Background: an optimization exercise with open tools, aiming at small area. Do not read the settings as production practice. Only simulation tests tie the RTL to the original design; equivalence was not proved. In every run shown here, the design's own scripts or RTL, not TritonCTS, make the clock network. The clock port is modelled as an ideal driver, which makes a skipped or thinned clock tree look cheaper than it is; a real chip needs a root buffer or a tree. Power is estimated from default activity; no workload was simulated.

[design/flow/flow/run.sh]
#!/bin/bash
# The standard ORFS layout (the standard.sh), with three changes:
#  - the smallest buffer (buf_1) on each input and output port instead of
#    buffer_ports' default choice;
#  - after the floorplan, flow/downsize.tcl sets every combinational cell to
#    the smallest drive strength of its kind (placement's repair_design then
#    fixes any slew or capacitance this breaks);
#  - the clock tree is built by flow/cts_hook.tcl (a root clkbuf_8 feeding
#    CTS_NLEAF clkbuf_4 leaves over k-means clusters of the flip-flops)
#    instead of TritonCTS; the rest of ORFS's CTS step runs unchanged.
set -euo pipefail
export CTS_NLEAF=13
bash standard.sh \
  "BUFFER_PORTS_ARGS=-buffer_cell sky130_fd_sc_hd__buf_1" \
  "POST_FLOORPLAN_TCL=$(pwd)/flow/downsize.tcl" \
  "PRE_CTS_TCL=$(pwd)/flow/cts_hook.tcl" \
  finish > standard.log 2>&1
[design/flow/flow/cts_hook.tcl]
# Clock tree built here in place of TritonCTS: the flip-flops are split into
# CTS_NLEAF clusters of about equal size by k-means on their placed
# positions, each driven by one leaf buffer at its centre; a single root
# buffer, at the centre of the leaves and the only cell the clock port feeds,
# drives the leaves. ORFS's cts.tcl then legalizes and repairs timing as usual.
rename clock_tree_synthesis my_orig_clock_tree_synthesis
proc clock_tree_synthesis {args} {
  set nleaf [expr {[info exists ::env(CTS_NLEAF)] ? $::env(CTS_NLEAF) : 12}]
  set leaf_master_name [expr {[info exists ::env(CTS_LEAF_BUF)] ? $::env(CTS_LEAF_BUF) : "sky130_fd_sc_hd__clkbuf_4"}]
  set root_master_name [expr {[info exists ::env(CTS_ROOT_BUF)] ? $::env(CTS_ROOT_BUF) : "sky130_fd_sc_hd__clkbuf_8"}]
  set db [ord::get_db]
  set block [ord::get_db_block]
  set leaf_master [$db findMaster $leaf_master_name]
  set root_master [$db findMaster $root_master_name]
  set clk_net [$block findNet clk]
  # sinks: every instance pin on the clock net
  set sinks {}
  foreach it [$clk_net getITerms] {
    set inst [$it getInst]
    set bb [$inst getBBox]
    set x [expr {([$bb xMin] + [$bb xMax]) / 2.0}]
    set y [expr {([$bb yMin] + [$bb yMax]) / 2.0}]
    lappend sinks [list $it $x $y]
  }
  set n [llength $sinks]
  puts "custom CTS: $n sinks, $nleaf leaves"
  # k-means with a size cap: seed centres along a sorted order, then iterate
  set sorted [lsort -real -index 1 $sinks]
  set cx {}; set cy {}
  for {set k 0} {$k < $nleaf} {incr k} {
    set s [lindex $sorted [expr {int(($k + 0.5) * $n / $nleaf)}]]
    lappend cx [lindex $s 1]; lappend cy [lindex $s 2]
  }
  set cap [expr {int(ceil(double($n) / $nleaf))}]
  for {set iter 0} {$iter < 30} {incr iter} {
    # capacitated assignment: greedily by distance over all sink-centre pairs
    set pairs {}
    for {set i 0} {$i < $n} {incr i} {
      set s [lindex $sinks $i]
      for {set k 0} {$k < $nleaf} {incr k} {
        set d [expr {abs([lindex $s 1] - [lindex $cx $k]) + abs([lindex $s 2] - [lindex $cy $k])}]
        lappend pairs [list $d $i $k]
      }
    }
    set pairs [lsort -real -index 0 $pairs]
    set assign [lrepeat $n -1]
    set count [lrepeat $nleaf 0]
    set left $n
    foreach p $pairs {
      lassign $p d i k
      if {[lindex $assign $i] >= 0} continue
      if {[lindex $count $k] >= $cap} continue
      lset assign $i $k
      lset count $k [expr {[lindex $count $k] + 1}]
      incr left -1
      if {$left == 0} break
    }
    set sx [lrepeat $nleaf 0.0]; set sy [lrepeat $nleaf 0.0]
    for {set i 0} {$i < $n} {incr i} {
      set k [lindex $assign $i]
      set s [lindex $sinks $i]
      lset sx $k [expr {[lindex $sx $k] + [lindex $s 1]}]
      lset sy $k [expr {[lindex $sy $k] + [lindex $s 2]}]
    }
    for {set k 0} {$k < $nleaf} {incr k} {
      set c [lindex $count $k]
      if {$c > 0} {
        lset cx $k [expr {[lindex $sx $k] / $c}]
        lset cy $k [expr {[lindex $sy $k] / $c}]
      }
    }
  }
  puts "custom CTS: cluster sizes $count"
  # root buffer at the centre of the leaves
  set rx 0.0; set ry 0.0
  for {set k 0} {$k < $nleaf} {incr k} {
    set rx [expr {$rx + [lindex $cx $k]}]; set ry [expr {$ry + [lindex $cy $k]}]
  }
  set rx [expr {int($rx / $nleaf)}]; set ry [expr {int($ry / $nleaf)}]
  set root [odb::dbInst_create $block $root_master clkbuf_root]
  $root setLocation $rx $ry
  $root setPlacementStatus PLACED
  set root_net [odb::dbNet_create $block clknet_root]
  $root_net setSigType CLOCK
  [$root findITerm X] connect $root_net
  set leaf_nets {}
  for {set k 0} {$k < $nleaf} {incr k} {
    set b [odb::dbInst_create $block $leaf_master clkbuf_leaf_$k]
    $b setLocation [expr {int([lindex $cx $k])}] [expr {int([lindex $cy $k])}]
    $b setPlacementStatus PLACED
    set ln [odb::dbNet_create $block clknet_leaf_$k]
    $ln setSigType CLOCK
    [$b findITerm A] connect $root_net
    [$b findITerm X] connect $ln
    lappend leaf_nets $ln
  }
  for {set i 0} {$i < $n} {incr i} {
    set it [lindex [lindex $sinks $i] 0]
    $it disconnect
    $it connect [lindex $leaf_nets [lindex $assign $i]]
  }
  [$root findITerm A] connect $clk_net
  $clk_net setSigType CLOCK
  puts "custom CTS: done"
}
[design/flow/flow/downsize.tcl]
# Each combinational cell that synthesis gave more than the smallest drive
# strength is set back to the smallest one of its kind; placement's
# repair_design then sizes up or buffers whatever that leaves too weak.
set my_lib [lindex [get_libs *] 0]
set my_n 0
foreach inst [get_cells *] {
  set ref [get_property $inst ref_name]
  if {![regexp {^(sky130_fd_sc_hd__([a-z0-9]+))_([0-9]+)$} $ref -> base kind drive]} continue
  if {[regexp {^(df|edf|sdf|sedf|dl|tap|fill|decap|conb)} $kind]} continue
  set best $ref
  set best_area [get_property [get_lib_cells */$ref] area]
  foreach lc [get_lib_cells */${base}_*] {
    set name [get_property $lc name]
    if {![regexp "^${base}_\[0-9\]+\$" $name]} continue
    if {[get_property $lc dont_use]} continue
    set a [get_property $lc area]
    if {$a < $best_area} { set best $name; set best_area $a }
  }
  if {$best ne $ref} {
    replace_cell $inst [get_lib_cells */$best]
    incr my_n
  }
}
puts "downsize: $my_n cells set to their smallest drive strength"
[design/flow/standard.sh]
#!/bin/bash
# synth_recipe.tcl (not shown) runs the flow's synth.tcl, then flattens the netlist and writes it again
# the make line also repeats each setting of config.mk as NAME=value (left out here)
make -C /OpenROAD-flow-scripts/flow DESIGN_CONFIG=/design/flow/config.mk WORK_HOME=/design/flow/orfs CLKGATE_MAP_FILE= SYNTH_SCRIPT=/design/flow/synth_recipe.tcl "${@:-finish}"
[design/flow/config.mk]
export PLATFORM = sky130hd
export DESIGN_NAME = UART_FIFO_Top
export DESIGN_NICKNAME = UART_FIFO_Top
export VERILOG_FILES = /design/flow/design.v
export SDC_FILE = /design/flow/constraint.sdc
export NUM_CORES = 4
export LEC_CHECK = 0
export CAP_MARGIN = 0
export CORE_MARGIN = 2
export CORE_UTILIZATION = 50
export SLEW_MARGIN = 0
export SYNTH_HIERARCHICAL = 1
[design/flow/constraint.sdc]
create_clock -name core_clock -period 5.0 [get_ports {clk}]
set_input_delay 1.0000 -clock core_clock [delete_from_list [all_inputs] [get_ports {clk}]]
set_output_delay 1.0000 -clock core_clock [all_outputs]
set_load 0.01 [all_outputs]
[design/flow/design.v]
`timescale 1ns / 1ps
module UART_FIFO_Top #(
    parameter DATA_WIDTH = 8,
    parameter FIFO_DEPTH = 16,
    parameter ADDR_WIDTH = 4
)(
    input clk,
    input rst,
    input en,
    input push_in,
    input pop_in,
    input [DATA_WIDTH-1:0] din,
    input [3:0] threshold,
    output [DATA_WIDTH-1:0] dout,
    output empty,
    output full,
    output overrun,
    output underrun,
    output thr_trigger
);
reg [DATA_WIDTH-1:0] mem [0:FIFO_DEPTH-1];    
reg [ADDR_WIDTH-1:0] cnt;                     
reg empty_t, full_t, overrun_t, underrun_t, thr_t;
wire push_in_n, pop_in_n, push, pop;
fifo_inv  u_pshn (.a(push_in), .y(push_in_n));
fifo_inv  u_popn (.a(pop_in),  .y(pop_in_n));
fifo_nor2 u_push (.a(push_in_n), .b(full_t),  .y(push));
fifo_nor2 u_pop  (.a(pop_in_n),  .b(empty_t), .y(pop));
always @(posedge clk) begin
    if (push) begin
        mem[0] <= din;
        for (int i = 1; i < FIFO_DEPTH; i++)
            mem[i] <= mem[i-1];
    end
end
wire [ADDR_WIDTH-1:0] cnt_n;
wire [FIFO_DEPTH-1:0] hit;
genvar g;
generate
    for (g = 0; g < ADDR_WIDTH; g = g + 1) begin : g_cnt_n
        fifo_inv u (.a(cnt[g]), .y(cnt_n[g]));
    end
endgenerate
fifo_dec4 u_dec (.a(cnt), .a_n(cnt_n), .y(hit));
wire [FIFO_DEPTH-1:0] sel = {hit[0], hit[FIFO_DEPTH-1:1]};
generate
    for (g = 0; g < DATA_WIDTH; g = g + 1) begin : g_rd
        wire [FIFO_DEPTH-1:0] col;
        for (genvar k = 0; k < FIFO_DEPTH; k = k + 1) begin : g_col
            assign col[k] = mem[k][g];
        end
        fifo_mux16 u_mux (.s(sel), .d(col), .y(dout[g]));
    end
endgenerate
wire mv;
fifo_xor2 u_mv (.a(push), .b(pop), .y(mv));
wire e0, e1_n, e2, t1_n, t2, t3_n;
wire [ADDR_WIDTH-1:0] cnt_d;
fifo_xnor2 u_e0  (.a(cnt[0]), .b(push), .y(e0));
fifo_xor2  u_e1  (.a(cnt[1]), .b(push), .y(e1_n));
fifo_xnor2 u_e2  (.a(cnt[2]), .b(push), .y(e2));
fifo_nand2 u_t1  (.a(mv), .b(e0), .y(t1_n));
fifo_nor2  u_t2  (.a(t1_n), .b(e1_n), .y(t2));
fifo_nand2 u_t3  (.a(t2), .b(e2), .y(t3_n));
fifo_xor2  u_d0  (.a(cnt[0]), .b(mv),   .y(cnt_d[0]));
fifo_xnor2 u_d1  (.a(cnt[1]), .b(t1_n), .y(cnt_d[1]));
fifo_xor2  u_d2  (.a(cnt[2]), .b(t2),   .y(cnt_d[2]));
fifo_xnor2 u_d3  (.a(cnt[3]), .b(t3_n), .y(cnt_d[3]));
wire [ADDR_WIDTH:1] lt;
wire n16_n, thr_ge, thr_d;
fifo_and2 u_lt1 (.a(cnt_n[0]), .b(threshold[0]), .y(lt[1]));
generate
    for (g = 1; g < ADDR_WIDTH; g = g + 1) begin : g_lt
        fifo_maj3 u (.a(cnt_n[g]), .b(threshold[g]), .c(lt[g]), .y(lt[g+1]));
    end
endgenerate
fifo_nand2 u_n16 (.a(hit[0]), .b(full_t), .y(n16_n));
fifo_nand2 u_ge  (.a(lt[ADDR_WIDTH]), .b(n16_n), .y(thr_ge));
fifo_mux2  u_thr (.a0(thr_t), .a1(thr_ge), .s(mv), .y(thr_d));
wire fe, fs, full_d, ee, es, empty_d, ovr_d, und_d;
fifo_orn  u_fe  (.a(hit[FIFO_DEPTH-1]), .b(en), .y(fe));
fifo_and2 u_fs  (.a(push), .b(fe), .y(fs));
fifo_mux2 u_fd  (.a0(full_t), .a1(fs), .s(mv), .y(full_d));
fifo_orn  u_ee  (.a(hit[1]), .b(en), .y(ee));
fifo_and2 u_es  (.a(pop), .b(ee), .y(es));
fifo_mux2 u_ed  (.a0(empty_t), .a1(es), .s(mv), .y(empty_d));
fifo_and2 u_ovr (.a(push_in), .b(full_t),  .y(ovr_d));
fifo_and2 u_und (.a(pop_in),  .b(empty_t), .y(und_d));
always @(posedge clk, posedge rst) begin
    if (rst) begin
        cnt <= {ADDR_WIDTH{1'b0}};
        empty_t <= 1'b1;
        full_t <= 1'b0;
        overrun_t <= 1'b0;
        underrun_t <= 1'b0;
        thr_t <= 1'b0;
    end else begin
        cnt <= cnt_d;
        full_t <= full_d;
        empty_t <= empty_d;
        overrun_t <= ovr_d;
        underrun_t <= und_d;
        thr_t <= thr_d;
    end
end
assign empty = empty_t;
assign full = full_t;
assign overrun = overrun_t;
assign underrun = underrun_t;
assign thr_trigger = thr_t;
endmodule
module fifo_mux16 (
    input  [15:0] s,
    input  [15:0] d,
    output y
);
wire [5:0] t;
fifo_aoi222 u0 (.a0(s[0]),  .b0(d[0]),  .a1(s[1]),  .b1(d[1]),  .a2(s[2]),  .b2(d[2]),  .y(t[0]));
fifo_aoi222 u1 (.a0(s[3]),  .b0(d[3]),  .a1(s[4]),  .b1(d[4]),  .a2(s[5]),  .b2(d[5]),  .y(t[1]));
fifo_aoi222 u2 (.a0(s[6]),  .b0(d[6]),  .a1(s[7]),  .b1(d[7]),  .a2(s[8]),  .b2(d[8]),  .y(t[2]));
fifo_aoi222 u3 (.a0(s[9]),  .b0(d[9]),  .a1(s[10]), .b1(d[10]), .a2(s[11]), .b2(d[11]), .y(t[3]));
fifo_aoi222 u4 (.a0(s[12]), .b0(d[12]), .a1(s[13]), .b1(d[13]), .a2(s[14]), .b2(d[14]), .y(t[4]));
assign t[5] = ~(s[15] & d[15]);
assign y = ~&t;
endmodule
module fifo_dec4 (
    input  [3:0] a,
    input  [3:0] a_n,
    output [15:0] y
);
wire [3:0] lo_n, hi_n;
fifo_nand2 l0 (.a(a_n[1]), .b(a_n[0]), .y(lo_n[0]));
fifo_nand2 l1 (.a(a_n[1]), .b(a[0]),   .y(lo_n[1]));
fifo_nand2 l2 (.a(a[1]),   .b(a_n[0]), .y(lo_n[2]));
fifo_nand2 l3 (.a(a[1]),   .b(a[0]),   .y(lo_n[3]));
fifo_nand2 h0 (.a(a_n[3]), .b(a_n[2]), .y(hi_n[0]));
fifo_nand2 h1 (.a(a_n[3]), .b(a[2]),   .y(hi_n[1]));
fifo_nand2 h2 (.a(a[3]),   .b(a_n[2]), .y(hi_n[2]));
fifo_nand2 h3 (.a(a[3]),   .b(a[2]),   .y(hi_n[3]));
genvar i;
generate
    for (i = 0; i < 16; i = i + 1) begin : g_y
        fifo_nor2 u (.a(hi_n[i / 4]), .b(lo_n[i % 4]), .y(y[i]));
    end
endgenerate
endmodule
module fifo_aoi222 (
    input a0, b0, a1, b1, a2, b2,
    output y
);
assign y = ~((a0 & b0) | (a1 & b1) | (a2 & b2));
endmodule
module fifo_inv (input a, output y);
assign y = ~a;
endmodule
module fifo_nand2 (input a, input b, output y);
assign y = ~(a & b);
endmodule
module fifo_nor2 (input a, input b, output y);
assign y = ~(a | b);
endmodule
module fifo_and2 (input a, input b, output y);
assign y = a & b;
endmodule
module fifo_orn (input a, input b, output y);
assign y = a | ~b;
endmodule
module fifo_xor2 (input a, input b, output y);
assign y = a ^ b;
endmodule
module fifo_xnor2 (input a, input b, output y);
assign y = ~(a ^ b);
endmodule
module fifo_maj3 (input a, input b, input c, output y);
assign y = (a & b) | (a & c) | (b & c);
endmodule
module fifo_mux2 (input a0, input a1, input s, output y);
assign y = s ? a1 : a0;
endmodule
==> key figures, run 1 <==
Synthesis
  • Number of flip-flops and latches in the synthesized netlist: 137
  • Sequential share of the synthesized area: 82.5%
  • Instance count of the mapped netlist: 260
  • Number of warnings printed during yosys synthesis: 8
  • Count of cell types in the netlist: 15
  • Mean instance size in the synthesized netlist: 19.0 sq um
  • Number of nets in the synthesized netlist: 277
  • Total standard cell area after synthesis: 4940 sq um

Placement
  • DP HPWL: 5830 microns
  • Weighted congestion reported at the end of routability-driven placement: 0.792
  • Setup slack at placement: 1.88 ns
  • Placed cell area: 5220 sq um
  • Total of buffers placed on input and output ports: 29
  • # placed instances: 424

Worst setup path
  • Path depth of the worst reg2reg path: 3
  • Capturing point of the worst reg2reg path: mem[3][7]
  • Longest individual stage delay on the worst path: 0.64 ns
  • Number of buffer and inverter instances along the worst setup path: 2
  • Arrival time of data at the critical path endpoint: 2.54 ns
  • Timing startpoint of the critical path: cnt[1]
  • Data required time of the worst path: 4.00 ns
  • Cell at the slowest stage of the critical path: sky130_fd_sc_hd__nor2_1
  • Cell class contributing the biggest share of worst-path delay: simple AND/OR/NAND/NOR gates
  • Source of the worst register-to-register timing path: full_t
  • Minimum setup slack among reg-to-reg paths: 2.54 ns
  • Crit start category: flop
  • Setup CP Type: flop to primary output
  • Crit end category: primary output
  • Cell breakdown of the critical path: inv_1 -> nand2_1 -> nor2_1 -> a222oi_1 -> and3_1 -> nand4_1 -> buf_1
  • Maximum fanout count along the critical path: 9

Run
  • Max-cap viol count: 0

Route
  • Routed wire length: 8780 microns
  • # DRC: 0
  • Number of antenna-violating nets in the routed design: 0
  • Highest Signal Layer: met4
  • Routed met2 length: 3960 microns
  • Number of design-rule violations left by the first detailed-router iteration: 440
  • Met3 WL post-DR: 575 microns
  • Wire length per cell after detailed routing: 20.1 microns
  • Via count: 2649
  • 1st-pass router iterations: 5
  • Number of vias per cell: 6.05
  • Detailed-route wire length on metal 1: 4120 microns

Floorplanning
  • Io pins: 30
  • Die Span X: 103 microns
  • Standard cell core area: 9680 sq um
  • Die ar.: 10700 sq um
  • Die height: 103 microns
  • Starting density of the core: 51.0%
  • Placement row count: 36

Timing
  • Summed negative setup slack over all endpoints: 0 ns
  • Count of pins over their slew limit: 0
  • Maximum frequency from static timing analysis: 282 MHz
  • Final period demand of the worst path: 3.54 ns
  • Final setup vio count: 0
  • Worst setup slack after layout: 1.46 ns
  • Final setup skew: 0.0219 ns
  • RSZ-0062 raised after global routing: false
  • Actual slew at the worst max-slew pin: 0.977 ns
  • Count of endpoints failing hold in the final timing report: 0
  • Share of the clock period used by the worst path: 70.9%
  • Worst slew margin: 34.9%

Worst hold path
  • WHS Endpoint: mem[5][3]
  • Worst Hold Class: flop to flop
  • Hold Startpoint: mem[4][3]
  • Worst hold path depth: 0

Cells and area
  • Post-layout instance area: 5330 sq um
  • Area growth from synthesis to layout: 7.98%
  • Ratio of cells with drive above 1 in the final layout: 5.90%
  • Final standard cell count with taps included and fillers excluded: 438
  • Total number of nets in the final design: 324
  • End-of-flow core utilization: 55.0%
  • Inserted Diodes: 0

Power
  • Peak supply drop: 0.207 mV
  • Power per Cell Area: 560 nW/um^2
  • Leak: 1.73 nW

GRT
  • Global-route wire length before repair: 13700 microns
  • Global Route Usage Sum: 16.6%
  • Antenna violations before repair: 0
  • Remaining global-route overflow: 0
  • Maximum number of pins on one net before global-route repair: 81
  • Via count of the first global-routing pass: 2503

Clocking
  • Worst skew pair latency: 0.43 ns
  • Clock Pin Slew Worst Setup and Hold Paths: 0.13 ns
  • Postcts setup bufs: 0
  • Hold bufs inserted after CTS: 0
  • Post-cts resize count: 0

Outcome
  • Result of the run: finished clean
cell type report:
| cell class | count | area (sq um) |
|---|---|---|
| fill | 803 | 4350 |
| sequential | 137 | 4070 |
| multi-input combinational | 116 | 832 |
| tap | 133 | 166 |
| timing repair buffer | 31 | 124 |
| buffer | 14 | 111 |
| inverter | 7 | 26.3 |
worst reg2reg max path, cell delays in order, from the launching register on:
cell and delay (ns):
sky130_fd_sc_hd__dfrtp_1 0.46, sky130_fd_sc_hd__nor2_4 0.14, sky130_fd_sc_hd__buf_4 0.55, sky130_fd_sc_hd__buf_4 0.86
synthesized netlist by cell type:
| master | count | share of area [%] |
|---|---|---|
| sky130_fd_sc_hd__dfrtp_1 | 8 | 4.1 |
| sky130_fd_sc_hd__nand2b_1 | 2 | 0.25 |
| sky130_fd_sc_hd__mux2_4 | 3 | 0.91 |
| sky130_fd_sc_hd__nand4_1 | 8 | 1.0 |
| sky130_fd_sc_hd__and2_1 | 5 | 0.63 |
| sky130_fd_sc_hd__edfxtp_1 | 128 | 78 |
| sky130_fd_sc_hd__a222oi_1 | 40 | 8.1 |
| sky130_fd_sc_hd__xnor2_1 | 4 | 0.71 |
| sky130_fd_sc_hd__dfstp_2 | 1 | 0.53 |
| sky130_fd_sc_hd__nand2_1 | 20 | 1.5 |
| sky130_fd_sc_hd__nor2_1 | 19 | 1.4 |
| sky130_fd_sc_hd__xor2_1 | 4 | 0.71 |
| sky130_fd_sc_hd__and3_1 | 8 | 1.0 |
| sky130_fd_sc_hd__maj3_2 | 3 | 0.68 |
| sky130_fd_sc_hd__inv_1 | 7 | 0.53 |
flip-flops by register name, indices dropped and copies added, names as in the netlist:
signal and cells:
cnt 4, mem 128, underrun_t 1, thr_t 1, overrun_t 1, empty_t 1, full_t 1
how the worst max path moves through the flow:
stage / end / cells past startpoint
after floorplan: cnt[2] / 6
after global placement: mem[0][1] / 5
after detailed placement: mem[1][2] / 5
after CTS: mem[4][1] / 5
after global routing: dout[4] / 7
final: dout[4] / 7
per-module statistics from Yosys (local to each module, per instance), excerpt:
| module | area [sq um] | cells inside | times used |
|---|---|---|---|
| UART_FIFO_Top | 4070 | 138 | 1 |
| fifo_and2 | 6.26 | 1 | 5 |
| fifo_aoi222 | 10.0 | 1 | 40 |
| fifo_maj3 | 11.3 | 1 | 3 |
| fifo_mux2 | 15.0 | 1 | 3 |
| fifo_nor2 | 3.75 | 1 | 19 |
| fifo_orn | 6.26 | 1 | 2 |
| fifo_xnor2 | 8.76 | 1 | 4 |
| fifo_xor2 | 8.76 | 1 | 4 |
metrics by stage:
stage          hold slack (ns)  power, mW
3_3_place_gp             0.427       2.54
6_report                 0.436       2.99
4_1_cts                  0.432       2.89
2_1_floorplan            0.425       2.29
3_5_place_dp             0.432       2.56
5_1_grt                  0.461       3.17
logic make-up after synthesis:
family | count (synthesis) | synth area share, %
flip-flops | 137 | 82.5
AND/OR/NAND/NOR | 62 | 5.88
AO/OA/AOI/OAI | 40 | 8.11
XOR/XNOR | 8 | 1.42
buffers and inverters | 7 | 0.532
multiplexers | 3 | 0.912
adder cells (fa/ha/maj) | 3 | 0.684
where the power goes:
group,switching [mW],internal (mW)
logic,0.481,0.268
clock network,0.313,0.140
registers,0.153,1.63
layer usage:
layer / track usage (%) / up-vias
li1: - / 1197
met1: 26.6 / 1336
met2: 25.5 / 105
met3: 2.15 / 11
met4: 2.13 / 0
met5: 0 / -
cells in the final DEF (no fill, tap or decap), types with 3 or more instances in the layout:
cell | Yosys | routed
sky130_fd_sc_hd__edfxtp_1 | 128 | 128
sky130_fd_sc_hd__a222oi_1 | 40 | 40
sky130_fd_sc_hd__buf_1 | 0 | 29
sky130_fd_sc_hd__nand2_1 | 20 | 20
sky130_fd_sc_hd__nor2_1 | 19 | 18
sky130_fd_sc_hd__clkbuf_4 | 0 | 13
sky130_fd_sc_hd__and3_1 | 8 | 8
sky130_fd_sc_hd__nand4_1 | 8 | 8
sky130_fd_sc_hd__dfrtp_1 | 8 | 8
sky130_fd_sc_hd__inv_1 | 7 | 7
sky130_fd_sc_hd__and2_1 | 5 | 5
sky130_fd_sc_hd__xor2_1 | 4 | 4
sky130_fd_sc_hd__xnor2_1 | 4 | 4
sky130_fd_sc_hd__maj3_1 | 0 | 3
sky130_fd_sc_hd__mux2_1 | 0 | 3
==> run 2: changes to the inputs <==
--- a/design/flow/config.mk
+++ b/design/flow/config.mk
@@ -7,6 +7,6 @@
 export LEC_CHECK = 0
-export CAP_MARGIN = 0
+export CAP_MARGIN = 20
 export CORE_MARGIN = 2
-export CORE_UTILIZATION = 50
-export SLEW_MARGIN = 0
+export CORE_UTILIZATION = 40
+export SLEW_MARGIN = 20
 export SYNTH_HIERARCHICAL = 1
==> key figures, run 2 <==
Outcome
  • Result of the run: finished clean

Synthesis
  • Instance count of the mapped netlist: 260
  • Number of warnings printed during yosys synthesis: 8
  • Commonest cells post-synth: sky130_fd_sc_hd__edfxtp_1 (128), sky130_fd_sc_hd__a222oi_1 (40), sky130_fd_sc_hd__nand2_1 (20)
  • Total standard cell area after synthesis: 4940 sq um
  • Cell type contributing the most total cell area after synthesis: sky130_fd_sc_hd__edfxtp_1
  • Main synth FF type: sky130_fd_sc_hd__edfxtp_1
  • Mean instance size in the synthesized netlist: 19.0 sq um
  • Most frequent cell after synthesis: sky130_fd_sc_hd__edfxtp_1
  • Count of cell types in the netlist: 15
  • Number of flops mapped to enable cells by yosys: 128
  • Top post-synthesis cells by area: sky130_fd_sc_hd__edfxtp_1 (78%), sky130_fd_sc_hd__a222oi_1 (8.1%), sky130_fd_sc_hd__dfrtp_1 (4.1%)
  • Sequential share of the synthesized area: 82.5%
  • Share of synthesized flip-flops with an asynchronous set or reset: 6.57%
  • Top cell type's share of synthesized area: 77.9%
  • Number of flip-flops and latches in the synthesized netlist: 137
  • Number of nets in the synthesized netlist: 277

Worst setup path
  • Maximum fanout count along the critical path: 9
  • Capturing point of the worst reg2reg path: thr_t
  • Minimum setup slack among reg-to-reg paths: 2.91 ns
  • Path depth of the worst reg2reg path: 7
  • Crit start category: flop
  • Number of buffer and inverter instances along the worst setup path: 2
  • Arrival time of data at the critical path endpoint: 2.49 ns
  • Data required time of the worst path: 4.00 ns
  • Number of gates on the worst path with buffers counted: 7
  • Timing startpoint of the critical path: cnt[1]
  • Crit end category: primary output
  • Critical Path End: dout[2]
  • Source of the worst register-to-register timing path: cnt[0]
  • Setup CP Type: flop to primary output
  • Cell class contributing the biggest share of worst-path delay: simple AND/OR/NAND/NOR gates
  • Cell breakdown of the critical path: inv_1 -> nand2_1 -> nor2_1 -> a222oi_1 -> and3_1 -> nand4_1 -> buf_1
  • Longest individual stage delay on the worst path: 0.62 ns
  • Cell at the slowest stage of the critical path: sky130_fd_sc_hd__nor2_1

Cells and area
  • Biggest registers after layout: mem: 128 flops, cnt: 4 flops
  • Storage cell area: 4070 sq um
  • Layout fillers: 1051
  • Post-layout instance area: 5350 sq um
  • Inserted Diodes: 0
  • Total number of nets in the final design: 323
  • Ratio of cells with drive above 1 in the final layout: 5.59%
  • Largest reg by FF count: mem
  • Most common cell after layout, fill and taps aside: sky130_fd_sc_hd__edfxtp_1
  • Commonest cells after routing, fill and taps aside: sky130_fd_sc_hd__edfxtp_1 (128), sky130_fd_sc_hd__a222oi_1 (40), sky130_fd_sc_hd__buf_1 (29)
  • Area growth from synthesis to layout: 8.44%
  • Max reg flops: 128
  • Multi-input gate area: 832 sq um

Power
  • Total power of the final layout: 2.98 mW
  • Power per Cell Area: 558 nW/um^2
  • Peak supply drop: 0.150 mV
  • Leak: 1.73 nW

Route
  • Number of antenna-violating nets in the routed design: 0
  • Wire length per cell after detailed routing: 19.6 microns
  • 1st-pass router iterations: 6
  • Routed wire length: 8860 microns
  • Number of vias per cell: 5.82
  • Via count: 2624
  • # DRC: 0
  • Number of design-rule violations left by the first detailed-router iteration: 380

Timing
  • Final setup vio count: 0
  • Count of endpoints failing hold in the final timing report: 0
  • Worst slew margin: 49.8%
  • Maximum frequency from static timing analysis: 286 MHz
  • Final setup skew: 0.0217 ns
  • RSZ-0062 raised after global routing: false
  • Worst setup slack after layout: 1.51 ns
  • Actual slew at the worst max-slew pin: 0.750 ns
  • Summed negative setup slack over all endpoints: 0 ns
  • Final period demand of the worst path: 3.49 ns
  • Count of pins over their slew limit: 0
  • Share of the clock period used by the worst path: 69.8%

GRT
  • Global-route wire length before repair: 14000 microns
  • Via count of the first global-routing pass: 2549
  • Maximum number of pins on one net before global-route repair: 133
  • Global Route Usage Sum: 13.3%
  • Antenna violations before repair: 0
  • Remaining global-route overflow: 0

Clocking
  • Clock Pin Slew Worst Setup and Hold Paths: 0.11 ns
  • Postcts setup bufs: 0
  • Hold bufs inserted after CTS: 0
  • Worst skew pair latency: 0.40 ns
  • Post-cts resize count: 0

Placement
  • Weighted congestion reported at the end of routability-driven placement: 0.759
  • DP HPWL: 5900 microns
  • Setup slack at placement: 1.93 ns
  • Total of buffers placed on input and output ports: 29
  • Placed cell area: 5240 sq um

Run
  • Max-cap viol count: 0

Worst hold path
  • Worst hold path depth: 0
  • Worst Hold Class: flop to flop

Floorplanning
  • Die Span X: 115 microns
  • Placement row count: 40
  • Die height: 115 microns
  • Die ar.: 13200 sq um
  • Io pins: 30
  • Standard cell core area: 12000 sq um
  • Starting density of the core: 41.1%
==> run 2: cell count changes in the layout (fill, tap and decap cells not counted) <==
cell,before,now
sky130_fd_sc_hd__buf_4,2,0
sky130_fd_sc_hd__buf_12,0,1
==> run 2: how the worst min path moves through the flow <==
stage	from	end	slack (ns)
floorplan	mem[9][0]	mem[10][0]	0.43
global placement	mem[12][6]	mem[13][6]	0.43
detailed placement	mem[1][2]	mem[2][2]	0.43
CTS	mem[1][2]	mem[2][2]	0.43
global route	mem[12][7]	mem[13][7]	0.46
finish	mem[8][0]	mem[9][0]	0.45
==> run 2: final cells by class <==
| class | instances | share of cell area [%] |
|---|---|---|
| sequential | 137 | 76.0 |
| multi-input combinational | 116 | 15.5 |
| timing repair buffer | 30 | 2.41 |
| tap | 147 | 3.44 |
| buffer | 14 | 2.08 |
| inverter | 7 | 0.491 |
==> run 2: worst reg2reg max path: stages, from the launching register on <==
cell and delay (ns):
sky130_fd_sc_hd__dfrtp_1 0.46, sky130_fd_sc_hd__inv_1 0.11, sky130_fd_sc_hd__and2_1 0.17, sky130_fd_sc_hd__maj3_1 0.35, sky130_fd_sc_hd__maj3_1 0.36, sky130_fd_sc_hd__maj3_1 0.39
sky130_fd_sc_hd__nand2_1 0.09, sky130_fd_sc_hd__mux2_1 0.12
==> run 2: routing by layer <==
| metal | share of wire [%] | GRT usage (%) | wire, microns |
|---|---|---|---|
| met4 | 1.4 | 2.73 | 128 |
| met3 | 6.6 | 1.58 | 588 |
| met5 | 0 | 0 | 0 |
| met1 | 46 | 20.4 | 4050 |
| met2 | 46 | 20.8 | 4090 |
==> run 2: Yosys stat by module, one instance, submodules excluded, excerpt <==
module / flip-flops and latches / cells / area [sq um] / times used
UART_FIFO_Top: 137 / 138 / 4070 / 1
fifo_aoi222: 0 / 1 / 10.0 / 40
fifo_mux2: 0 / 1 / 15.0 / 3
fifo_inv: 0 / 1 / 3.75 / 6
fifo_and2: 0 / 1 / 6.26 / 5
fifo_xor2: 0 / 1 / 8.76 / 4
fifo_xnor2: 0 / 1 / 8.76 / 4
fifo_nor2: 0 / 1 / 3.75 / 19
fifo_maj3: 0 / 1 / 11.3 / 3
fifo_orn: 0 / 1 / 6.26 / 2
fifo_mux16: 0 / 3 / 16.3 / 8
fifo_nand2: 0 / 1 / 3.75 / 12
==> run 2: logic make-up after synthesis <==
kind of cell	share of synthesized area [%]
DFF	82.5
and+or+nand+nor	5.88
AOI/OAI and AO/OA	8.11
xor gates and xnor gates	1.42
buffers and inverters	0.532
muxes	0.912
adders and majority gates	0.684
==> run 2: through the flow <==
step / utilization (%) / hold WS [ns] / std cells
final: 44.6 / 0.452 / 451
after global routing: 44.6 / 0.458 / 451
after CTS: 44.6 / 0.434 / 451
after detailed placement: 43.6 / 0.434 / 437
after global placement: 43.6 / 0.427 / 437
after floorplan: - / 0.425 / 260
==> run 2: power by group <==
| group | switching [mW] | internal (mW) | total (mW) |
|---|---|---|---|
| sequential | 0.151 | 1.63 | 1.78 |
| combinational | 0.485 | 0.271 | 0.756 |
| clock | 0.307 | 0.140 | 0.447 |
==> run 3: changes to the inputs <==
--- a/design/flow/flow/run.sh
+++ b/design/flow/flow/run.sh
@@ -11,3 +11,5 @@
 set -euo pipefail
-export CTS_NLEAF=13
+export CTS_NLEAF=16
+export CTS_LEAF_BUF=sky130_fd_sc_hd__clkinv_2
+export CTS_ROOT_BUF=sky130_fd_sc_hd__clkinv_8
 bash standard.sh \
--- a/design/flow/flow/cts_hook.tcl
+++ b/design/flow/flow/cts_hook.tcl
@@ -79,2 +79,9 @@
   set rx [expr {int($rx / $nleaf)}]; set ry [expr {int($ry / $nleaf)}]
+  proc my_pin {inst dir} {
+    foreach it [$inst getITerms] {
+      if {$dir eq "INPUT" && [$it isInputSignal]} { return $it }
+      if {$dir eq "OUTPUT" && [$it isOutputSignal]} { return $it }
+    }
+    error "no $dir pin on [$inst getName]"
+  }
   set root [odb::dbInst_create $block $root_master clkbuf_root]
@@ -84,3 +91,3 @@
   $root_net setSigType CLOCK
-  [$root findITerm X] connect $root_net
+  [my_pin $root OUTPUT] connect $root_net
   set leaf_nets {}
@@ -92,4 +99,4 @@
     $ln setSigType CLOCK
-    [$b findITerm A] connect $root_net
-    [$b findITerm X] connect $ln
+    [my_pin $b INPUT] connect $root_net
+    [my_pin $b OUTPUT] connect $ln
     lappend leaf_nets $ln
@@ -101,3 +108,3 @@
   }
-  [$root findITerm A] connect $clk_net
+  [my_pin $root INPUT] connect $clk_net
   $clk_net setSigType CLOCK
==> key figures, run 3 <==
Timing
  • Summed negative setup slack over all endpoints: 0 ns
  • Share of the clock period used by the worst path: 67.0%
  • Final setup vio count: 0
  • Worst slew margin: 51.1%
  • Count of pins over their slew limit: 0
  • RSZ-0062 raised after global routing: false
  • Count of endpoints failing hold in the final timing report: 0
  • Maximum frequency from static timing analysis: 299 MHz
  • Actual slew at the worst max-slew pin: 0.731 ns
  • Final period demand of the worst path: 3.35 ns
  • Final setup skew: 0.0203 ns

Synthesis
  • Instance count of the mapped netlist: 260
  • Number of flops mapped to enable cells by yosys: 128
  • Top post-synthesis cells by area: sky130_fd_sc_hd__edfxtp_1 (78%), sky130_fd_sc_hd__a222oi_1 (8.1%), sky130_fd_sc_hd__dfrtp_1 (4.1%)
  • Cell type contributing the most total cell area after synthesis: sky130_fd_sc_hd__edfxtp_1
  • Sequential share of the synthesized area: 82.5%
  • Number of warnings printed during yosys synthesis: 8
  • Top cell type's share of synthesized area: 77.9%
  • Main synth FF type: sky130_fd_sc_hd__edfxtp_1
  • Count of cell types in the netlist: 15
  • Total standard cell area after synthesis: 4940 sq um
  • Number of nets in the synthesized netlist: 277
  • Commonest cells post-synth: sky130_fd_sc_hd__edfxtp_1 (128), sky130_fd_sc_hd__a222oi_1 (40), sky130_fd_sc_hd__nand2_1 (20)
  • Number of flip-flops and latches in the synthesized netlist: 137
  • Mean instance size in the synthesized netlist: 19.0 sq um
  • Most frequent cell after synthesis: sky130_fd_sc_hd__edfxtp_1
  • Share of synthesized flip-flops with an asynchronous set or reset: 6.57%

Cells and area
  • Largest reg by FF count: mem
  • Layout fillers: 1059
  • Most common cell after layout, fill and taps aside: sky130_fd_sc_hd__edfxtp_1
  • End-of-flow core utilization: 44.4%
  • Biggest registers after layout: mem: 128 flops, cnt: 4 flops
  • Inserted Diodes: 0
  • Total number of nets in the final design: 326
  • Area growth from synthesis to layout: 8.14%
  • Max reg flops: 128
  • Ratio of cells with drive above 1 in the final layout: 6.51%
  • Commonest cells after routing, fill and taps aside: sky130_fd_sc_hd__edfxtp_1 (128), sky130_fd_sc_hd__a222oi_1 (40), sky130_fd_sc_hd__buf_1 (29)

GRT
  • Remaining global-route overflow: 0
  • Global-route wire length before repair: 13900 microns
  • Via count of the first global-routing pass: 2553
  • Antenna violations before repair: 0
  • Maximum number of pins on one net before global-route repair: 133
  • Global Route Usage Sum: 13.3%

Power
  • Net switching component of the power: 0.996 mW
  • Power per Cell Area: 551 nW/um^2
  • Combinational power share: 25.8%
  • Leak: 1.73 nW
  • Switching Fraction: 33.9%
  • Peak supply drop: 0.157 mV
  • Internal cell power: 1.94 mW
  • Portion of total power attributed to the clock network: 13.5%
  • Register share of total power: 60.6%

Floorplanning
  • Die height: 115 microns
  • Starting density of the core: 41.1%
  • Placement row count: 40
  • Standard cell core area: 12000 sq um
  • Io pins: 30
  • Die Span X: 115 microns
  • Die ar.: 13200 sq um

Route
  • Number of vias per cell: 5.83
  • Via count: 2649
  • Number of design-rule violations left by the first detailed-router iteration: 374
  • Routed wire length: 8960 microns
  • Wire length per cell after detailed routing: 19.7 microns
  • # DRC: 0
  • Number of antenna-violating nets in the routed design: 0
  • 1st-pass router iterations: 5

Worst setup path
  • Arrival time of data at the critical path endpoint: 2.35 ns
  • Crit start category: flop
  • Timing startpoint of the critical path: cnt[1]
  • Crit end category: primary output
  • Setup CP Type: flop to primary output
  • Source of the worst register-to-register timing path: cnt[0]
  • Maximum fanout count along the critical path: 9
  • Data required time of the worst path: 4.00 ns

Clocking
  • Worst skew pair latency: 0.27 ns
  • Postcts setup bufs: 0
  • Clock Pin Slew Worst Setup and Hold Paths: 0.12 ns
  • Hold bufs inserted after CTS: 0
  • Post-cts resize count: 0

Outcome
  • Result of the run: finished clean

Placement
  • Total of buffers placed on input and output ports: 29
  • Weighted congestion reported at the end of routability-driven placement: 0.759
  • DP HPWL: 5900 microns

Worst hold path
  • Worst Hold Class: flop to flop
  • Hold Startpoint: mem[5][3]

Run
  • Max-cap viol count: 0
-- run 3: cell count changes in the layout (fill, tap and decap cells not counted), sizes merged --
cell    delta
clkinv    +17
clkbuf    -14
-- run 3: metal layers --
metal / track usage, % / vias up / share of wire [%]
met4: 2.33 / 0 / 1.6
met2: 20.4 / 118 / 45
met1: 20.5 / 1318 / 47
li1: - / 1198 / -
met5: 0 / - / 0
met3: 2.21 / 15 / 7.2
-- run 3: modules after synthesis (local to each module, per instance), a selection --
module	cells inside	cell area (sq um)	times used	flip-flops and latches
fifo_nor2	1	3.75	19	0
fifo_inv	1	3.75	6	0
fifo_aoi222	1	10.0	40	0
fifo_xor2	1	8.76	4	0
fifo_maj3	1	11.3	3	0
fifo_mux2	1	15.0	3	0
fifo_orn	1	6.26	2	0
fifo_and2	1	6.26	5	0
fifo_xnor2	1	8.76	4	0
fifo_mux16	3	16.3	8	0
UART_FIFO_Top	138	4070	1	137
fifo_nand2	1	3.75	12	0
-- run 3: final timing paths --
path	endpoint	cells past startpoint	slack (ns)
max in group asynchronous	empty_t	2	4.01
max	dout[2]	7	1.65
max reg2reg	thr_t	7	2.91
min in group asynchronous	cnt[3]	2	0.66
min reg2reg	mem[6][3]	0	0.45
min	mem[6][3]	0	0.45
-- run 3: metrics by stage --
step	setup WS, ns	power (mW)	hold WS (ns)	cells	instance area [sq um]
5_1_grt	1.47	3.11	0.459	454	5340
2_1_floorplan	0.831	2.29	0.425	260	4940
6_report	1.65	2.94	0.454	454	5340
3_3_place_gp	1.90	2.55	0.427	437	5240
3_5_place_dp	1.93	2.57	0.434	437	5240
4_1_cts	1.94	2.85	0.434	454	5340
-- run 3: cells by family (layout without fill, tap and decap cells) --
| group | Yosys count | after routing | share of synthesized area, % |
|---|---|---|---|
| flip-flops | 137 | 137 | 82.5 |
| AND/OR/NAND/NOR | 62 | 62 | 5.88 |
| AO/OA/AOI/OAI | 40 | 40 | 8.11 |
| XOR/XNOR | 8 | 8 | 1.42 |
| buffers and inverters | 7 | 54 | 0.532 |
| adder cells (fa/ha/maj) | 3 | 3 | 0.684 |
| multiplexers | 3 | 3 | 0.912 |
-- run 3: power groups by stage --
stage,registers [mW],clock network (mW),logic (mW)
floorplan,1.77,0,0.521
global placement,1.79,0,0.759
detailed placement,1.81,0,0.763
CTS,1.81,0.275,0.765
global route,1.82,0.463,0.825
finish,1.78,0.398,0.759
-- run 3: worst max-delay path: stages, from the launching register on --
cell                       delay (ns)
sky130_fd_sc_hd__dfrtp_1         0.46
sky130_fd_sc_hd__inv_1           0.12
sky130_fd_sc_hd__nand2_1         0.13
sky130_fd_sc_hd__nor2_1          0.60
sky130_fd_sc_hd__a222oi_1        0.28
sky130_fd_sc_hd__and3_1          0.20
sky130_fd_sc_hd__nand4_1         0.11
sky130_fd_sc_hd__buf_1           0.17
-- run 3: cell type report --
class | instances | area (sq um) | area share, %
flip-flops and latches | 137 | 4070 | 76.3
multi-input cells | 116 | 832 | 15.6
well taps | 147 | 184 | 3.45
repair buffers | 30 | 129 | 2.41
inverters | 24 | 123 | 2.30
==> run 4: changes to the inputs <==
==> design/flow/flow/run.sh (replaced) <==
#!/bin/bash
# The standard ORFS layout (the standard.sh), with two changes:
#  - the smallest buffer (buf_1) on each input and output port instead of
#    buffer_ports' default choice;
#  - the clock tree is built by flow/cts_hook.tcl (a root clkbuf_8 feeding
#    CTS_NLEAF clkbuf_4 leaves over k-means clusters of the flip-flops)
#    instead of TritonCTS; the rest of ORFS's CTS step runs unchanged.
set -euo pipefail
export CTS_NLEAF=13
bash standard.sh \
  "BUFFER_PORTS_ARGS=-buffer_cell sky130_fd_sc_hd__buf_1" \
  "PRE_CTS_TCL=$(pwd)/flow/cts_hook.tcl" \
  finish > standard.log 2>&1
--- a/design/flow/flow/cts_hook.tcl
+++ b/design/flow/flow/cts_hook.tcl
@@ -79,9 +79,2 @@
   set rx [expr {int($rx / $nleaf)}]; set ry [expr {int($ry / $nleaf)}]
-  proc my_pin {inst dir} {
-    foreach it [$inst getITerms] {
-      if {$dir eq "INPUT" && [$it isInputSignal]} { return $it }
-      if {$dir eq "OUTPUT" && [$it isOutputSignal]} { return $it }
-    }
-    error "no $dir pin on [$inst getName]"
-  }
   set root [odb::dbInst_create $block $root_master clkbuf_root]
@@ -91,3 +84,3 @@
   $root_net setSigType CLOCK
-  [my_pin $root OUTPUT] connect $root_net
+  [$root findITerm X] connect $root_net
   set leaf_nets {}
@@ -99,4 +92,4 @@
     $ln setSigType CLOCK
-    [my_pin $b INPUT] connect $root_net
-    [my_pin $b OUTPUT] connect $ln
+    [$b findITerm A] connect $root_net
+    [$b findITerm X] connect $ln
     lappend leaf_nets $ln
@@ -108,3 +101,3 @@
   }
-  [my_pin $root INPUT] connect $clk_net
+  [$root findITerm A] connect $clk_net
   $clk_net setSigType CLOCK
removed: design/flow/flow/downsize.tcl
==> key figures, run 4 <==
Route
  • Wire length per cell after detailed routing: 22.4 microns
  • Number of vias per cell: 5.93
  • Number of design-rule violations left by the first detailed-router iteration: 438
  • Routed wire length: 10100 microns
  • # DRC: 0
  • Via count: 2679
  • Number of antenna-violating nets in the routed design: 0
  • 1st-pass router iterations: 5

Cells and area
  • Area growth from synthesis to layout: 8.64%
  • Total number of nets in the final design: 324
  • Most common cell after layout, fill and taps aside: sky130_fd_sc_hd__edfxtp_1
  • Final standard cell count with taps included and fillers excluded: 452
  • Inserted Diodes: 0
  • End-of-flow core utilization: 44.6%
  • Largest reg by FF count: mem
  • Max reg flops: 128
  • Storage cell area: 4070 sq um
  • Ratio of cells with drive above 1 in the final layout: 7.87%
  • Biggest registers after layout: mem: 128 flops, cnt: 4 flops
  • Layout fillers: 1065
  • Multi-input gate area: 847 sq um
  • Commonest cells after routing, fill and taps aside: sky130_fd_sc_hd__edfxtp_1 (128), sky130_fd_sc_hd__a222oi_1 (40), sky130_fd_sc_hd__buf_1 (29)

Worst setup path
  • Crit start category: flop
  • Longest individual stage delay on the worst path: 0.73 ns
  • Path depth of the worst reg2reg path: 6
  • Source of the worst register-to-register timing path: full_t
  • Minimum setup slack among reg-to-reg paths: 2.72 ns
  • Cell breakdown of the critical path: inv_1 -> nand2_1 -> nor2_1 -> a222oi_1 -> and3_1 -> nand4_1 -> buf_1
  • Cell class contributing the biggest share of worst-path delay: simple AND/OR/NAND/NOR gates
  • Cell at the slowest stage of the critical path: sky130_fd_sc_hd__nor2_1
  • Arrival time of data at the critical path endpoint: 2.63 ns
  • Maximum fanout count along the critical path: 9
  • Crit end category: primary output
  • Number of buffer and inverter instances along the worst setup path: 2
  • Setup CP Type: flop to primary output
  • Capturing point of the worst reg2reg path: cnt[3]
  • Data required time of the worst path: 4.00 ns

GRT
  • GR Layer Usage met1: 23.4%
  • Global-route wire length before repair: 15300 microns
  • Met2 Usage GRT: 22.5%
  • Via count of the first global-routing pass: 2639
  • Global Route Usage Sum: 15.3%
  • Maximum number of pins on one net before global-route repair: 83
  • Remaining global-route overflow: 0
  • Antenna violations before repair: 0
  • Most heavily used metal layer in global routing: met1
  • Met3 track utilization from global routing: 2.21%

Outcome
  • Result of the run: finished clean

Worst hold path
  • WHS Endpoint: mem[13][5]
  • Worst Hold Class: flop to flop
  • Hold Startpoint: mem[12][5]
  • Worst hold path depth: 0

Timing
  • Share of the clock period used by the worst path: 72.6%
  • Summed negative setup slack over all endpoints: 0 ns
  • Count of endpoints failing hold in the final timing report: 0
  • Final setup vio count: 0
  • Maximum frequency from static timing analysis: 276 MHz
  • Actual slew at the worst max-slew pin: 1.07 ns
  • Worst slew margin: 28.3%
  • Count of pins over their slew limit: 0
  • RSZ-0062 raised after global routing: false
  • Final setup skew: 0.0133 ns
  • Final period demand of the worst path: 3.63 ns

Placement
  • DP HPWL: 6070 microns
  • Total of buffers placed on input and output ports: 29
  • # placed instances: 438
  • Weighted congestion reported at the end of routability-driven placement: 0.747

Floorplanning
  • Die ar.: 13200 sq um
  • Die height: 115 microns
  • Starting density of the core: 41.1%
  • Placement row count: 40
  • Die Span X: 115 microns
  • Standard cell core area: 12000 sq um
  • Io pins: 30

Synthesis
  • Number of flip-flops and latches in the synthesized netlist: 137
  • Cell type contributing the most total cell area after synthesis: sky130_fd_sc_hd__edfxtp_1
  • Synthesized-area fraction occupied by adder cells: 0.684%
  • Number of warnings printed during yosys synthesis: 8
  • Sequential share of the synthesized area: 82.5%
  • Share of the synthesized netlist area taken by xor and xnor gates: 1.42%
  • Top cell type's share of synthesized area: 77.9%
  • Number of flops mapped to enable cells by yosys: 128
  • Dominant combinational cell family by area after synthesis: compound AO/OA/AOI/OAI gates
  • Top post-synthesis cells by area: sky130_fd_sc_hd__edfxtp_1 (78%), sky130_fd_sc_hd__a222oi_1 (8.1%), sky130_fd_sc_hd__dfrtp_1 (4.1%)
  • Total standard cell area after synthesis: 4940 sq um
  • Instance count of the mapped netlist: 260
  • Number of nets in the synthesized netlist: 277
  • Commonest cells post-synth: sky130_fd_sc_hd__edfxtp_1 (128), sky130_fd_sc_hd__a222oi_1 (40), sky130_fd_sc_hd__nand2_1 (20)
  • Multiplexer share of the synthesized area: 0.913%
  • Mean instance size in the synthesized netlist: 19.0 sq um
  • Simple logic cell fraction of the synthesized area: 5.88%
  • Fraction of the mapped netlist area in compound gates: 8.11%
  • Count of cell types in the netlist: 15
  • Most frequent cell after synthesis: sky130_fd_sc_hd__edfxtp_1
  • Main synth FF type: sky130_fd_sc_hd__edfxtp_1
  • Share of synthesized flip-flops with an asynchronous set or reset: 6.57%

Power
  • Peak supply drop: 0.193 mV
  • Power per Cell Area: 566 nW/um^2
  • Leak: 1.74 nW

Clocking
  • Post-cts resize count: 0
  • Clock Pin Slew Worst Setup and Hold Paths: 0.11 ns
  • Worst skew pair latency: 0.41 ns
  • Postcts setup bufs: 0
  • Hold bufs inserted after CTS: 0

Run
  • Max-cap viol count: 0
[run 4: layout make-up]
class	count	area share, %
Tap cell	147	3.43
Buffer	14	2.08
Inverter	7	0.490
Sequential cell	137	75.9
Timing Repair Buffer	31	2.31
Multi-Input combinational cell	116	15.8
[run 4: logic make-up (layout without fill, tap and decap cells)]
family,after synthesis,after routing
flops,137,137
compound gates,40,40
simple gates,62,62
mux,3,3
fa+ha+maj,3,3
xor+xnor,8,8
buf+inv,7,52
[run 4: how the worst max path moves through the flow]
stage | from | to | slack (ns) | depth (start not counted)
floorplan | push_in | cnt[2] | 0.83 | 6
global placement | cnt[0] | dout[3] | 1.93 | 7
detailed placement | cnt[1] | dout[3] | 1.81 | 7
CTS | cnt[1] | dout[3] | 1.83 | 7
global route | cnt[1] | dout[3] | 1.22 | 7
finish | cnt[1] | dout[3] | 1.37 | 7
[run 4: stage by stage]
step | area [sq um] | hold slack, ns | power, mW | setup slack, ns
3_5_place_dp | 5250 | 0.433 | 2.61 | 1.81
3_3_place_gp | 5250 | 0.429 | 2.59 | 1.93
5_1_grt | 5360 | 0.468 | 3.21 | 1.22
6_report | 5360 | 0.460 | 3.04 | 1.37
2_1_floorplan | 4940 | 0.425 | 2.29 | 0.831
4_1_cts | 5360 | 0.433 | 2.95 | 1.83
[run 4: report_power, final]
| group | leakage (nW) | internal, mW | total, mW | switching (mW) |
|---|---|---|---|---|
| Clock | 0.0670 | 0.140 | 0.454 | 0.314 |
| Sequential | 1.34 | 1.63 | 1.79 | 0.154 |
| Combinational | 0.335 | 0.283 | 0.796 | 0.514 |
| Total | 1.74 | 2.05 | 3.04 | 0.982 |
[run 4: metal layers]
| metal | part of all wire [%] | vias to the layer above |
|---|---|---|
| met1 | 44 | 1328 |
| li1 | - | 1192 |
| met3 | 10 | 17 |
| met5 | 0 | - |
| met2 | 43 | 142 |
| met4 | 2.6 | 0 |
[run 4: modules after synthesis, one instance, submodules excluded, excerpt]
module	cells inside	flip-flops and latches	area (sq um)
fifo_inv	1	0	3.75
fifo_mux2	1	0	15.0
fifo_xnor2	1	0	8.76
fifo_orn	1	0	6.26
UART_FIFO_Top	138	137	4070
fifo_mux16	3	0	16.3
fifo_and2	1	0	6.26
fifo_aoi222	1	0	10.0
fifo_xor2	1	0	8.76
fifo_nor2	1	0	3.75
fifo_maj3	1	0	11.3
==> run 5: changes to the inputs <==
==> design/flow/flow/run.sh (replaced) <==
#!/bin/bash
# The standard ORFS layout (the standard.sh), with three changes:
#  - the smallest buffer (buf_1) on each input and output port instead of
#    buffer_ports' default choice;
#  - after the floorplan, flow/downsize.tcl sets every combinational cell to
#    the smallest drive strength of its kind (placement's repair_design then
#    fixes any slew or capacitance this breaks);
#  - the clock tree is built by flow/cts_hook.tcl (a root clkbuf_8 feeding
#    CTS_NLEAF clkbuf_4 leaves over k-means clusters of the flip-flops)
#    instead of TritonCTS; the rest of ORFS's CTS step runs unchanged.
set -euo pipefail
export CTS_NLEAF=16
export CTS_LEAF_BUF=sky130_fd_sc_hd__clkinv_2
export CTS_ROOT_BUF=sky130_fd_sc_hd__clkinv_4
export CTS_NROOT=2
bash standard.sh \
  "BUFFER_PORTS_ARGS=-buffer_cell sky130_fd_sc_hd__buf_1" \
  "POST_FLOORPLAN_TCL=$(pwd)/flow/downsize.tcl" \
  "PRE_CTS_TCL=$(pwd)/flow/cts_hook.tcl" \
  finish > standard.log 2>&1
--- a/design/flow/flow/cts_hook.tcl
+++ b/design/flow/flow/cts_hook.tcl
@@ -1,6 +1,9 @@
-# Clock tree built here in place of TritonCTS: the flip-flops are split into
+# Clock tree built here in place of TritonCTS. The flip-flops are split into
 # CTS_NLEAF clusters of about equal size by k-means on their placed
-# positions, each driven by one leaf buffer at its centre; a single root
-# buffer, at the centre of the leaves and the only cell the clock port feeds,
-# drives the leaves. ORFS's cts.tcl then legalizes and repairs timing as usual.
+# positions, each driven by one leaf cell (CTS_LEAF_BUF) at its centre. The
+# leaves are split by x into CTS_NROOT groups, each driven by one root cell
+# (CTS_ROOT_BUF) at the centre of its leaves; the root cells are the only
+# cells the clock port feeds. With inverters for both, every flip-flop sees
+# the clock through exactly two inversions. ORFS's cts.tcl then legalizes
+# and repairs timing as usual.
 rename clock_tree_synthesis my_orig_clock_tree_synthesis
@@ -73,24 +76,45 @@
   puts "custom CTS: cluster sizes $count"
-  # root buffer at the centre of the leaves
-  set rx 0.0; set ry 0.0
-  for {set k 0} {$k < $nleaf} {incr k} {
-    set rx [expr {$rx + [lindex $cx $k]}]; set ry [expr {$ry + [lindex $cy $k]}]
+  proc my_pin {inst dir} {
+    foreach it [$inst getITerms] {
+      if {$dir eq "INPUT" && [$it isInputSignal]} { return $it }
+      if {$dir eq "OUTPUT" && [$it isOutputSignal]} { return $it }
+    }
+    error "no $dir pin on [$inst getName]"
   }
-  set rx [expr {int($rx / $nleaf)}]; set ry [expr {int($ry / $nleaf)}]
-  set root [odb::dbInst_create $block $root_master clkbuf_root]
-  $root setLocation $rx $ry
-  $root setPlacementStatus PLACED
-  set root_net [odb::dbNet_create $block clknet_root]
-  $root_net setSigType CLOCK
-  [$root findITerm X] connect $root_net
+  # leaves, split into nroot groups of about equal size by x; each group has
+  # its own root buffer at the centre of its leaves, fed by the clock port
+  set nroot [expr {[info exists ::env(CTS_NROOT)] ? $::env(CTS_NROOT) : 1}]
+  set order {}
+  for {set k 0} {$k < $nleaf} {incr k} { lappend order [list $k [lindex $cx $k]] }
+  set order [lsort -real -index 1 $order]
   set leaf_nets {}
-  for {set k 0} {$k < $nleaf} {incr k} {
-    set b [odb::dbInst_create $block $leaf_master clkbuf_leaf_$k]
-    $b setLocation [expr {int([lindex $cx $k])}] [expr {int([lindex $cy $k])}]
-    $b setPlacementStatus PLACED
-    set ln [odb::dbNet_create $block clknet_leaf_$k]
-    $ln setSigType CLOCK
-    [$b findITerm A] connect $root_net
-    [$b findITerm X] connect $ln
-    lappend leaf_nets $ln
+  for {set k 0} {$k < $nleaf} {incr k} { lappend leaf_nets {} }
+  set roots {}
+  for {set r 0} {$r < $nroot} {incr r} {
+    set lo [expr {$r * $nleaf / $nroot}]
+    set hi [expr {($r + 1) * $nleaf / $nroot}]
+    set rx 0.0; set ry 0.0
+    for {set j $lo} {$j < $hi} {incr j} {
+      set k [lindex [lindex $order $j] 0]
+      set rx [expr {$rx + [lindex $cx $k]}]; set ry [expr {$ry + [lindex $cy $k]}]
+    }
+    set rx [expr {int($rx / ($hi - $lo))}]; set ry [expr {int($ry / ($hi - $lo))}]
+    set root [odb::dbInst_create $block $root_master clkbuf_root_$r]
+    $root setLocation $rx $ry
+    $root setPlacementStatus PLACED
+    set root_net [odb::dbNet_create $block clknet_root_$r]
+    $root_net setSigType CLOCK
+    [my_pin $root OUTPUT] connect $root_net
+    lappend roots $root
+    for {set j $lo} {$j < $hi} {incr j} {
+      set k [lindex [lindex $order $j] 0]
+      set b [odb::dbInst_create $block $leaf_master clkbuf_leaf_$k]
+      $b setLocation [expr {int([lindex $cx $k])}] [expr {int([lindex $cy $k])}]
+      $b setPlacementStatus PLACED
+      set ln [odb::dbNet_create $block clknet_leaf_$k]
+      $ln setSigType CLOCK
+      [my_pin $b INPUT] connect $root_net
+      [my_pin $b OUTPUT] connect $ln
+      lset leaf_nets $k $ln
+    }
   }
@@ -101,3 +125,3 @@
   }
-  [$root findITerm A] connect $clk_net
+  foreach root $roots { [my_pin $root INPUT] connect $clk_net }
   $clk_net setSigType CLOCK
==> design/flow/flow/downsize.tcl (new file) <==
# Each combinational cell that synthesis gave more than the smallest drive
# strength is set back to the smallest one of its kind; placement's
# repair_design then sizes up or buffers whatever that leaves too weak.
set my_lib [lindex [get_libs *] 0]
set my_n 0
foreach inst [get_cells *] {
  set ref [get_property $inst ref_name]
  if {![regexp {^(sky130_fd_sc_hd__([a-z0-9]+))_([0-9]+)$} $ref -> base kind drive]} continue
  if {[regexp {^(df|edf|sdf|sedf|dl|tap|fill|decap|conb)} $kind]} continue
  set best $ref
  set best_area [get_property [get_lib_cells */$ref] area]
  foreach lc [get_lib_cells */${base}_*] {
    set name [get_property $lc name]
    if {![regexp "^${base}_\[0-9\]+\$" $name]} continue
    if {[get_property $lc dont_use]} continue
    set a [get_property $lc area]
    if {$a < $best_area} { set best $name; set best_area $a }
  }
  if {$best ne $ref} {
    replace_cell $inst [get_lib_cells */$best]
    incr my_n
  }
}
puts "downsize: $my_n cells set to their smallest drive strength"
==> key figures, run 5 <==
Clocking
  • Post-cts resize count: 0
  • Clock Pin Slew Worst Setup and Hold Paths: 0.12 ns
  • Worst skew pair latency: 0.26 ns
  • Postcts setup bufs: 0
  • Hold bufs inserted after CTS: 0

Timing
  • Worst setup slack after layout: 1.65 ns
  • Final setup skew: 0.0388 ns
  • Share of the clock period used by the worst path: 67.1%
  • RSZ-0062 raised after global routing: false
  • Count of endpoints failing hold in the final timing report: 0
  • Count of pins over their slew limit: 0
  • Summed negative setup slack over all endpoints: 0 ns
  • Worst slew margin: 49.9%
  • Actual slew at the worst max-slew pin: 0.748 ns
  • Post-route worst hold slack: 0.431 ns
  • Maximum frequency from static timing analysis: 298 MHz
  • Final period demand of the worst path: 3.35 ns
  • Final setup vio count: 0

Synthesis
  • Main synth FF type: sky130_fd_sc_hd__edfxtp_1
  • Total standard cell area after synthesis: 4940 sq um
  • Number of flip-flops and latches in the synthesized netlist: 137
  • Number of nets in the synthesized netlist: 277
  • Number of flops mapped to enable cells by yosys: 128
  • Dominant combinational cell family by area after synthesis: compound AO/OA/AOI/OAI gates
  • Count of cell types in the netlist: 15
  • Commonest cells post-synth: sky130_fd_sc_hd__edfxtp_1 (128), sky130_fd_sc_hd__a222oi_1 (40), sky130_fd_sc_hd__nand2_1 (20)
  • Fraction of the mapped netlist area in compound gates: 8.11%
  • Instance count of the mapped netlist: 260
  • Share of the synthesized netlist area taken by xor and xnor gates: 1.42%
  • Synthesized-area fraction occupied by adder cells: 0.684%
  • Top post-synthesis cells by area: sky130_fd_sc_hd__edfxtp_1 (78%), sky130_fd_sc_hd__a222oi_1 (8.1%), sky130_fd_sc_hd__dfrtp_1 (4.1%)
  • Most frequent cell after synthesis: sky130_fd_sc_hd__edfxtp_1
  • Number of warnings printed during yosys synthesis: 8
  • Top cell type's share of synthesized area: 77.9%
  • Sequential share of the synthesized area: 82.5%
  • Multiplexer share of the synthesized area: 0.913%
  • Share of synthesized flip-flops with an asynchronous set or reset: 6.57%
  • Simple logic cell fraction of the synthesized area: 5.88%
  • Mean instance size in the synthesized netlist: 19.0 sq um
  • Cell type contributing the most total cell area after synthesis: sky130_fd_sc_hd__edfxtp_1

Placement
  • DP HPWL: 5900 microns
  • Weighted congestion reported at the end of routability-driven placement: 0.759
  • Setup slack at placement: 1.93 ns
  • # placed instances: 437
  • Total of buffers placed on input and output ports: 29

Cells and area
  • Biggest registers after layout: mem: 128 flops, cnt: 4 flops
  • Commonest cells after routing, fill and taps aside: sky130_fd_sc_hd__edfxtp_1 (128), sky130_fd_sc_hd__a222oi_1 (40), sky130_fd_sc_hd__buf_1 (29)
  • Final standard cell count with taps included and fillers excluded: 455
  • Ratio of cells with drive above 1 in the final layout: 6.82%
  • Most common cell after layout, fill and taps aside: sky130_fd_sc_hd__edfxtp_1
  • Total number of nets in the final design: 327
  • Max reg flops: 128
  • Inserted Diodes: 0
  • Layout fillers: 1057
  • Largest reg by FF count: mem
  • Area growth from synthesis to layout: 8.16%

Worst setup path
  • Data required time of the worst path: 4.00 ns
  • Arrival time of data at the critical path endpoint: 2.35 ns
  • Source of the worst register-to-register timing path: cnt[0]
  • Setup CP Type: flop to primary output
  • Maximum fanout count along the critical path: 9
  • Crit end category: primary output
  • Timing startpoint of the critical path: cnt[1]
  • Crit start category: flop

Run
  • Max-cap viol count: 0

Route
  • Number of antenna-violating nets in the routed design: 0
  • Number of vias per cell: 5.87
  • # DRC: 0
  • 1st-pass router iterations: 6
  • Via count: 2673
  • Number of design-rule violations left by the first detailed-router iteration: 413
  • Wire length per cell after detailed routing: 19.7 microns
  • Routed wire length: 8970 microns

Floorplanning
  • Io pins: 30
  • Die ar.: 13200 sq um
  • Die height: 115 microns
  • Die Span X: 115 microns
  • Standard cell core area: 12000 sq um
  • Placement row count: 40
  • Starting density of the core: 41.1%

Power
  • Switching Fraction: 33.8%
  • Total power of the final layout: 2.94 mW
  • Portion of total power attributed to the clock network: 13.6%
  • Power per Cell Area: 551 nW/um^2
  • Combinational power share: 25.8%
  • Net switching component of the power: 0.995 mW
  • Leak: 1.73 nW
  • Register share of total power: 60.6%
  • Peak supply drop: 0.157 mV
  • Internal cell power: 1.95 mW

GRT
  • Global Route Usage Sum: 13.3%
  • Global-route wire length before repair: 14000 microns
  • Remaining global-route overflow: 0
  • Antenna violations before repair: 0
  • Via count of the first global-routing pass: 2560
  • Maximum number of pins on one net before global-route repair: 133

Worst hold path
  • Hold Startpoint: mem[7][5]
  • Worst Hold Class: flop to flop

Outcome
  • Result of the run: finished clean
==> run 5: cell counts after synthesis <==
No cell type changed its count.
==> run 5: per-layer routing <==
metal | global-route usage (%) | wire, microns | vias to the layer above
met5 | 0 | 0 | -
met4 | 2.65 | 171 | 0
met3 | 2.06 | 683 | 17
met2 | 20.4 | 3970 | 124
met1 | 20.5 | 4140 | 1331
li1 | - | - | 1201
==> run 5: worst paths after layout <==
| path | end | slack, ns | cells past startpoint |
|---|---|---|---|
| min in group asynchronous | cnt[3] | 0.66 | 2 |
| max in group asynchronous | empty_t | 4.01 | 2 |
| worst max-delay path | dout[2] | 1.65 | 7 |
| worst min-delay path | mem[8][5] | 0.43 | 0 |
| worst min register to register | mem[8][5] | 0.43 | 0 |
| worst max register to register | thr_t | 2.91 | 7 |
==> run 5: final cells by class <==
| class | count | area [sq um] | area share [%] |
|---|---|---|---|
| multi-input combinational | 116 | 832 | 15.6 |
| timing repair buffer | 30 | 129 | 2.41 |
| tap | 147 | 184 | 3.45 |
| inverter | 25 | 124 | 2.32 |
| sequential | 137 | 4070 | 76.2 |
==> run 5: per-module statistics from Yosys (local to each module, per instance), excerpt <==
| module | copies in the design | cells |
|---|---|---|
| UART_FIFO_Top | 1 | 138 |
| fifo_mux16 | 8 | 3 |
| fifo_xor2 | 4 | 1 |
| fifo_xnor2 | 4 | 1 |
| fifo_and2 | 5 | 1 |
| fifo_inv | 6 | 1 |
==> run 5: stage by stage <==
stage | util [%] | cell area [sq um]
after floorplan | - | 4940
after global placement | 43.6 | 5240
after detailed placement | 43.6 | 5240
after CTS | 44.4 | 5340
after global routing | 44.4 | 5340
final | 44.4 | 5340
==> run 5: power by group through the flow <==
stage                     clock [mW]  combinational (mW)  sequential [mW]
after detailed placement           0               0.763             1.81
final                          0.399               0.758             1.78
after global placement             0               0.759             1.79
after floorplan                    0               0.521             1.77
after global routing           0.460               0.825             1.82
after CTS                      0.275               0.765             1.81
==> run 5: critical path, cell delays in order, from the launching register on <==
cell,delay [ns]
sky130_fd_sc_hd__dfrtp_1,0.46
sky130_fd_sc_hd__inv_1,0.12
sky130_fd_sc_hd__nand2_1,0.12
sky130_fd_sc_hd__nor2_1,0.62
sky130_fd_sc_hd__a222oi_1,0.28
sky130_fd_sc_hd__and3_1,0.20
sky130_fd_sc_hd__nand4_1,0.11
sky130_fd_sc_hd__buf_1,0.17
==> run 5: cell families after synthesis <==
logic type	count (synthesis)
buffers and inverters	7
adder cells (fa/ha/maj)	3
AND/OR/NAND/NOR	62
AO/OA/AOI/OAI	40
XOR/XNOR	8
flip-flops	137
multiplexers	3

## re-timing with driven ports
The flow's constraints put no driver on any port. The routed layouts listed below were extracted and timed again, unchanged, in two steps. Step 1, drivers: a clkbuf_16 drives clk and a buf_2 each remaining input, both assumed. Step 2, shift: input delay + t, output delay - t, t = (earliest + latest rising clock arrival at the registers) / 2. This alone moves slack from input paths to output paths. Slacks: ideal / step 1 / step 2; pairs: ideal / step 1.
run	shift t [ns]	setup slack, ns	hold WS [ns]
run 1	0.444	1.456 / 1.424 / 1.868	0.436 / 0.436 / 0.436
run 2	0.426	1.509 / 1.476 / 1.902	0.452 / 0.452 / 0.452
run 3	0.314	1.651 / 1.597 / 1.911	0.454 / 0.454 / 0.454
run 4	0.440	1.371 / 1.338 / 1.778	0.460 / 0.460 / 0.460
run 5	0.298	1.646 / 1.590 / 1.888	0.431 / 0.431 / 0.431
After both steps every run listed still meets setup and hold.
